This is an optimization exercise on Yosys and OpenROAD, whose aim is small area and a short achievable clock period, not a production implementation. Only simulation tests tie the RTL to the original design; equivalence was not proved. Power figures rest on the tool's default switching activity, not on a simulated workload.

Design gemm_arr, start of the top module:
module gemm_arr #(
    parameter ROWS = 4,
    parameter COLS = 4,
    parameter N_ROWS = 2,  
    parameter N_COLS = 2,  
    parameter DATA_WIDTH = 16,
    parameter FLAG_WIDTH = 4
) (
    input i_clk,
    input i_rst,
    input i_valid,
    input [COLS*DATA_WIDTH-1:0] i_data_w,
    input [ROWS*DATA_WIDTH-1:0] i_data_x,
    input [N_COLS-1:0] i_addr,
    output [ROWS*DATA_WIDTH-1:0] o_data_acc,  
    output [ROWS*FLAG_WIDTH-1:0] o_data_flag
);
    wire [DATA_WIDTH-1:0] conn_w [ROWS*COLS-1:0]; 
    wire [DATA_WIDTH-1:0] conn_x [ROWS*COLS-1:0];
    wire [ROWS*DATA_WIDTH-1:0] conn_acc [COLS-1:0];  
    wire [ROWS*3-1:0] conn_flag [COLS-1:0];    
    genvar i;
    genvar j;
    generate
        for(i=0; i<ROWS; i=i+1) begin
            for(j=0; j<COLS; j=j+1) begin
                if(i==0 && j==0) begin
                    gemm_pe #(.FAST(0)) m_pe (
                        .i_clk(i_clk),
                        .i_rst(i_rst),
                        .i_valid(i_valid),
                        .i_data_x(i_data_x[ROWS*DATA_WIDTH-1:(ROWS-1)*DATA_WIDTH]),  
                        .i_data_w(i_data_w[COLS*DATA_WIDTH-1:(COLS-1)*DATA_WIDTH]),  
                        .o_data_x(conn_x[0]),
                        .o_data_w(conn_w[0]),
                        .o_data_acc(conn_acc[0][ROWS*DATA_WIDTH-1:(ROWS-1)*DATA_WIDTH]),  
                        .o_flag_acc(conn_flag[0][ROWS*3-1:(ROWS-1)*3])
                    );
                end
                else if(i==0) begin
                    gemm_pe #(.FAST(0)) m_pe (
                        .i_clk(i_clk),
                        .i_rst(i_rst),
                        .i_valid(i_valid),
                        .i_data_x(conn_x[j-1]),
                        .i_data_w(i_data_w[(COLS-j)*DATA_WIDTH-1:(COLS-1-j)*DATA_WIDTH]),   
                        .o_data_x(conn_x[j]),
                        .o_data_w(conn_w[j]),
                        .o_data_acc(conn_acc[j][ROWS*DATA_WIDTH-1:(ROWS-1)*DATA_WIDTH]),
                        .o_flag_acc(conn_flag[j][ROWS*3-1:(ROWS-1)*3])
  ...
==> module bf16_acc_norm, before the edit <==
module bf16_acc_norm (
    input         i_final,
    input         i_fz,
    input         i_sign,
    input         i_sub,
    input  [7:0]  i_base,
    input  [10:0] i_r,
    output [15:0] o_data,
    output [2:0]  o_flag
);
reg  [3:0]  lz;
always @(*) begin
    casez (i_r)
        11'b1??????????: lz = 4'd0;
        11'b01?????????: lz = 4'd1;
        11'b001????????: lz = 4'd2;
        11'b0001???????: lz = 4'd3;
        11'b00001??????: lz = 4'd4;
        11'b000001?????: lz = 4'd5;
        11'b0000001????: lz = 4'd6;
        11'b00000001???: lz = 4'd7;
        11'b000000001??: lz = 4'd8;
        11'b0000000001?: lz = 4'd9;
        default:         lz = 4'd10;
    endcase
end
wire [10:0] rs     = i_r << lz;
wire [6:0]  frac   = rs[9:3];
wire [7:0]  b2     = i_base + 8'd2;
wire [7:0]  b3     = i_base + 8'd3;
wire [3:0]  b2_hm  = b2[7:4] - 4'd1;
wire [4:0]  e_lo   = {1'b0, b2[3:0]} - {1'b0, lz};
wire [7:0]  e      = {e_lo[4] ? b2_hm : b2[7:4], e_lo[3:0]};
wire        cancel = ~|i_r;
wire        inf    = ~i_sub & (b3[7:4] == 4'd0) & (b3[3:0] == lz);
wire        zero   = i_sub & (cancel | ((b2[7:4] == 4'd0) & (b2[3:0] == lz)));
assign o_data = i_final ? {i_sign, i_base, i_r[6:0]} :
                inf     ? {i_sign, 8'hFF, 7'd0} :
                zero    ? {i_sign & ~cancel, 15'd0} :
                          {i_sign, e, frac};
assign o_flag = i_final ? i_r[9:7] :
                i_fz    ? 3'b100 :
                inf     ? 3'b010 :
                zero    ? 3'b100 : 3'b001;
endmodule
export LEC_CHECK = 0
export ABC_AREA = 1
export CAP_MARGIN = 20
export CORE_MARGIN = 2
export CORE_UTILIZATION = 55
export PLACE_DENSITY = 0.7
export SLEW_MARGIN = 20
create_clock -name core_clock -period 16.0 [get_ports {i_clk}]
standard.sh (not shown) runs the stock make flow with config.mk's settings and CLKGATE_MAP_FILE= SYNTH_SCRIPT=/design/flow/synth_recipe.tcl, a recipe that flattens the netlist after the stock synthesis.
==> flow/flow/run.sh <==
#!/bin/bash
set -euo pipefail
cd "$(dirname "${BASH_SOURCE[0]}")/.."
bash standard.sh SETUP_SLACK_MARGIN=6 finish > standard_flow.log 2>&1
Then changed:
--- a/flow/design.v
+++ b/flow/design.v
@@ -191,14 +191,10 @@
 end
 wire [10:0] rs     = i_r << lz;
 wire [6:0]  frac   = rs[9:3];
-wire [7:0]  b2     = i_base + 8'd2;
-wire [7:0]  b3     = i_base + 8'd3;
-wire [3:0]  b2_hm  = b2[7:4] - 4'd1;
-wire [4:0]  e_lo   = {1'b0, b2[3:0]} - {1'b0, lz};
-wire [7:0]  e      = {e_lo[4] ? b2_hm : b2[7:4], e_lo[3:0]};
+wire [7:0]  e      = i_base + 8'd2 - {4'd0, lz};    
 wire        cancel = ~|i_r;
-wire        inf    = ~i_sub & (b3[7:4] == 4'd0) & (b3[3:0] == lz);
-wire        zero   = i_sub & (cancel | ((b2[7:4] == 4'd0) & (b2[3:0] == lz)));
+wire        inf    = ~i_sub & (&e);
+wire        zero   = i_sub & (cancel | ~|e);
 assign o_data = i_final ? {i_sign, i_base, i_r[6:0]} :
                 inf     ? {i_sign, 8'hFF, 7'd0} :
                 zero    ? {i_sign & ~cancel, 15'd0} :
Effect: Worst hold slack got worse by 3.9 ps. Critical path depth is unchanged. Setup slack gets better by 81 ps. Cell area came out lower by 1.3%. Non-clock buffer count rose by 1. Routed wire length drops by 5.7%. Cell count goes down by 2.3%. Core utilization went up by 0.43 points. Global-route usage goes down by 1.5 points. Sequential power barely changes. Synthesized cell count drops by 2.7%. Via count goes down by 2.5%. Synthesized area went down by 1.6%. Total power went up by about 7%.

== JK ==
RTL: one of the versions met above, not the one the previous note started from.
Size: ~16000 cells after synthesis, roughly 750 flip-flops, ~210 I/O pins, roughly 120000 um2 of cells after synthesis.
==> module gemm_arr, before the edit <==
module gemm_arr #(
    parameter ROWS = 4,
    parameter COLS = 4,
    parameter N_ROWS = 2,  
    parameter N_COLS = 2,  
    parameter DATA_WIDTH = 16,
    parameter FLAG_WIDTH = 4
) (
    input i_clk,
    input i_rst,
    input i_valid,
    input [COLS*DATA_WIDTH-1:0] i_data_w,
    input [ROWS*DATA_WIDTH-1:0] i_data_x,
    input [N_COLS-1:0] i_addr,
    output [ROWS*DATA_WIDTH-1:0] o_data_acc,  
    output [ROWS*FLAG_WIDTH-1:0] o_data_flag
);
    wire [DATA_WIDTH-1:0] conn_w [ROWS*COLS-1:0]; 
    wire [DATA_WIDTH-1:0] conn_x [ROWS*COLS-1:0];
    wire [ROWS*DATA_WIDTH-1:0] conn_acc [COLS-1:0];  
    wire [ROWS*3-1:0] conn_flag [COLS-1:0];    
    genvar i;
    genvar j;
    generate
        for(i=0; i<ROWS; i=i+1) begin
            for(j=0; j<COLS; j=j+1) begin
                if(i==0 && j==0) begin
                    gemm_pe #(.FAST(0)) m_pe (
                        .i_clk(i_clk),
                        .i_rst(i_rst),
                        .i_valid(i_valid),
                        .i_data_x(i_data_x[ROWS*DATA_WIDTH-1:(ROWS-1)*DATA_WIDTH]),  
                        .i_data_w(i_data_w[COLS*DATA_WIDTH-1:(COLS-1)*DATA_WIDTH]),  
                        .o_data_x(conn_x[0]),
                        .o_data_w(conn_w[0]),
                        .o_data_acc(conn_acc[0][ROWS*DATA_WIDTH-1:(ROWS-1)*DATA_WIDTH]),  
                        .o_flag_acc(conn_flag[0][ROWS*3-1:(ROWS-1)*3])
                    );
                end
                else if(i==0) begin
                    gemm_pe #(.FAST(0)) m_pe (
                        .i_clk(i_clk),
                        .i_rst(i_rst),
                        .i_valid(i_valid),
                        .i_data_x(conn_x[j-1]),
                        .i_data_w(i_data_w[(COLS-j)*DATA_WIDTH-1:(COLS-1-j)*DATA_WIDTH]),   
                        .o_data_x(conn_x[j]),
                        .o_data_w(conn_w[j]),
                        .o_data_acc(conn_acc[j][ROWS*DATA_WIDTH-1:(ROWS-1)*DATA_WIDTH]),
                        .o_flag_acc(conn_flag[j][ROWS*3-1:(ROWS-1)*3])
                    );
                end
                else if(j==0) begin
                    gemm_pe #(.FAST(0)) m_pe (
                        .i_clk(i_clk),
                        .i_rst(i_rst),
                        .i_valid(i_valid),
                        .i_data_x(i_data_x[(ROWS-i)*DATA_WIDTH-1:(ROWS-1-i)*DATA_WIDTH]),  
                        .i_data_w(conn_w[(i-1)*COLS]),
                        .o_data_x(conn_x[i*COLS]),
                        .o_data_w(conn_w[i*COLS]),
                        .o_data_acc(conn_acc[0][(ROWS-i)*DATA_WIDTH-1:(ROWS-1-i)*DATA_WIDTH]),
                        .o_flag_acc(conn_flag[0][(ROWS-i)*3-1:(ROWS-1-i)*3])
                    );
                end
                else begin
                    gemm_pe #(.FAST(0)) m_pe (
                        .i_clk(i_clk),
                        .i_rst(i_rst),
                        .i_valid(i_valid),
                        .i_data_x(conn_x[i*COLS+j-1]),
                        .i_data_w(conn_w[(i-1)*COLS+j]),
                        .o_data_x(conn_x[i*COLS+j]),
                        .o_data_w(conn_w[i*COLS+j]),
                        .o_data_acc(conn_acc[j][(ROWS-i)*DATA_WIDTH-1:(ROWS-1-i)*DATA_WIDTH]),
                        .o_flag_acc(conn_flag[j][(ROWS-i)*3-1:(ROWS-1-i)*3])
                    );
                end
            end
        end
    endgenerate
    assign o_data_acc = conn_acc[i_addr];
    wire [ROWS*3-1:0] sel_flag = conn_flag[i_addr];
    genvar r;
    generate
        for (r = 0; r < ROWS; r = r + 1) begin : g_flag
            wire [2:0] fc = sel_flag[r*3 +: 3];
            assign o_data_flag[r*FLAG_WIDTH +: FLAG_WIDTH] =
                {fc[1] & fc[0], fc[2], fc[1] & ~fc[0], fc[0] & ~fc[1]};
        end
    endgenerate
endmodule
export LEC_CHECK = 0
export CAP_MARGIN = 20
export CORE_MARGIN = 2
export CORE_UTILIZATION = 40
export SETUP_SLACK_MARGIN = 5
export SLEW_MARGIN = 20
create_clock -name core_clock -period 16.0 [get_ports {i_clk}]
run.sh (not shown) runs the stock make flow with config.mk's settings and CLKGATE_MAP_FILE= SYNTH_SCRIPT=/design/flow/synth_recipe.tcl, a recipe that flattens the netlist after the stock synthesis.
Stock flow here: none of the scripts above is used.
What MS does differently from JK at the input level:
--- a/flow/design.v
+++ b/flow/design.v
@@ -410,7 +410,7 @@
         for(i=0; i<ROWS; i=i+1) begin
             for(j=0; j<COLS; j=j+1) begin
                 if(i==0 && j==0) begin
-                    gemm_pe #(.FAST(0)) m_pe (
+                    gemm_pe m_pe (
                         .i_clk(i_clk),
                         .i_rst(i_rst),
                         .i_valid(i_valid),
@@ -423,7 +423,7 @@
                     );
                 end
                 else if(i==0) begin
-                    gemm_pe #(.FAST(0)) m_pe (
+                    gemm_pe m_pe (
                         .i_clk(i_clk),
                         .i_rst(i_rst),
                         .i_valid(i_valid),
@@ -436,7 +436,7 @@
                     );
                 end
                 else if(j==0) begin
-                    gemm_pe #(.FAST(0)) m_pe (
+                    gemm_pe m_pe (
                         .i_clk(i_clk),
                         .i_rst(i_rst),
                         .i_valid(i_valid),
==> results.txt <==
Run comparison: MS cell with the largest stage delay on the worst path sky130_fd_sc_hd__clkdlybuf4s50_1; JK cell with the largest stage delay on the worst path sky130_fd_sc_hd__o21ai_1
Initial DRC count (MS vs. JK) increases by a little under 10%
Summary of the comparison: clock-buffer cell count is higher in MS, relative to JK.
MS vs JK: detailed-route vias per instance up slightly
Going from JK to MS, the final non-filler cell area was found to have gone up by about 5%.
The setup slack of MS is larger than that of JK.
Going from JK to MS, via count of the first global-routing pass picked up an extra 8089, power per cell area shows an increase of about 10%.

==> static timing again, ports no longer ideal <==
How much do the figures lean on ideal ports? The routed layouts below were timed once more, with nothing changed but the port constraints.
Step 1: set_driving_cell puts a clkbuf_16 on i_clk and a buf_2 on each other input, an assumption about the parent block.
Step 2 moves the port delays by t, midway between the first and last clock arrival at a register: inputs arrive t later, outputs are due t later. That takes back most of the time a late clock gives input paths.
a / b / c = ideal ports / drivers / drivers and shift; a / b = the first two.
run | shift t [ns] | slack for setup (ns) | hold slack, ns
the first run of note 1 | 0.876 | 5.918 / 5.896 / 5.508 | 0.468 / 0.468 / 0.468
the second run of note 1 | 0.881 | 5.999 / 5.971 / 5.574 | 0.464 / 0.464 / 0.464
JK | 0.964 | 5.291 / 5.202 / 4.631 | 0.477 / 0.477 / 0.477
MS | 0.977 | 5.400 / 5.346 / 4.428 | 0.468 / 0.468 / 0.468
After both steps every run listed still meets setup and hold. For MS, which loses most, drivers alone change the setup slack by -0.054 ns; drivers and shift together by -0.972 ns.
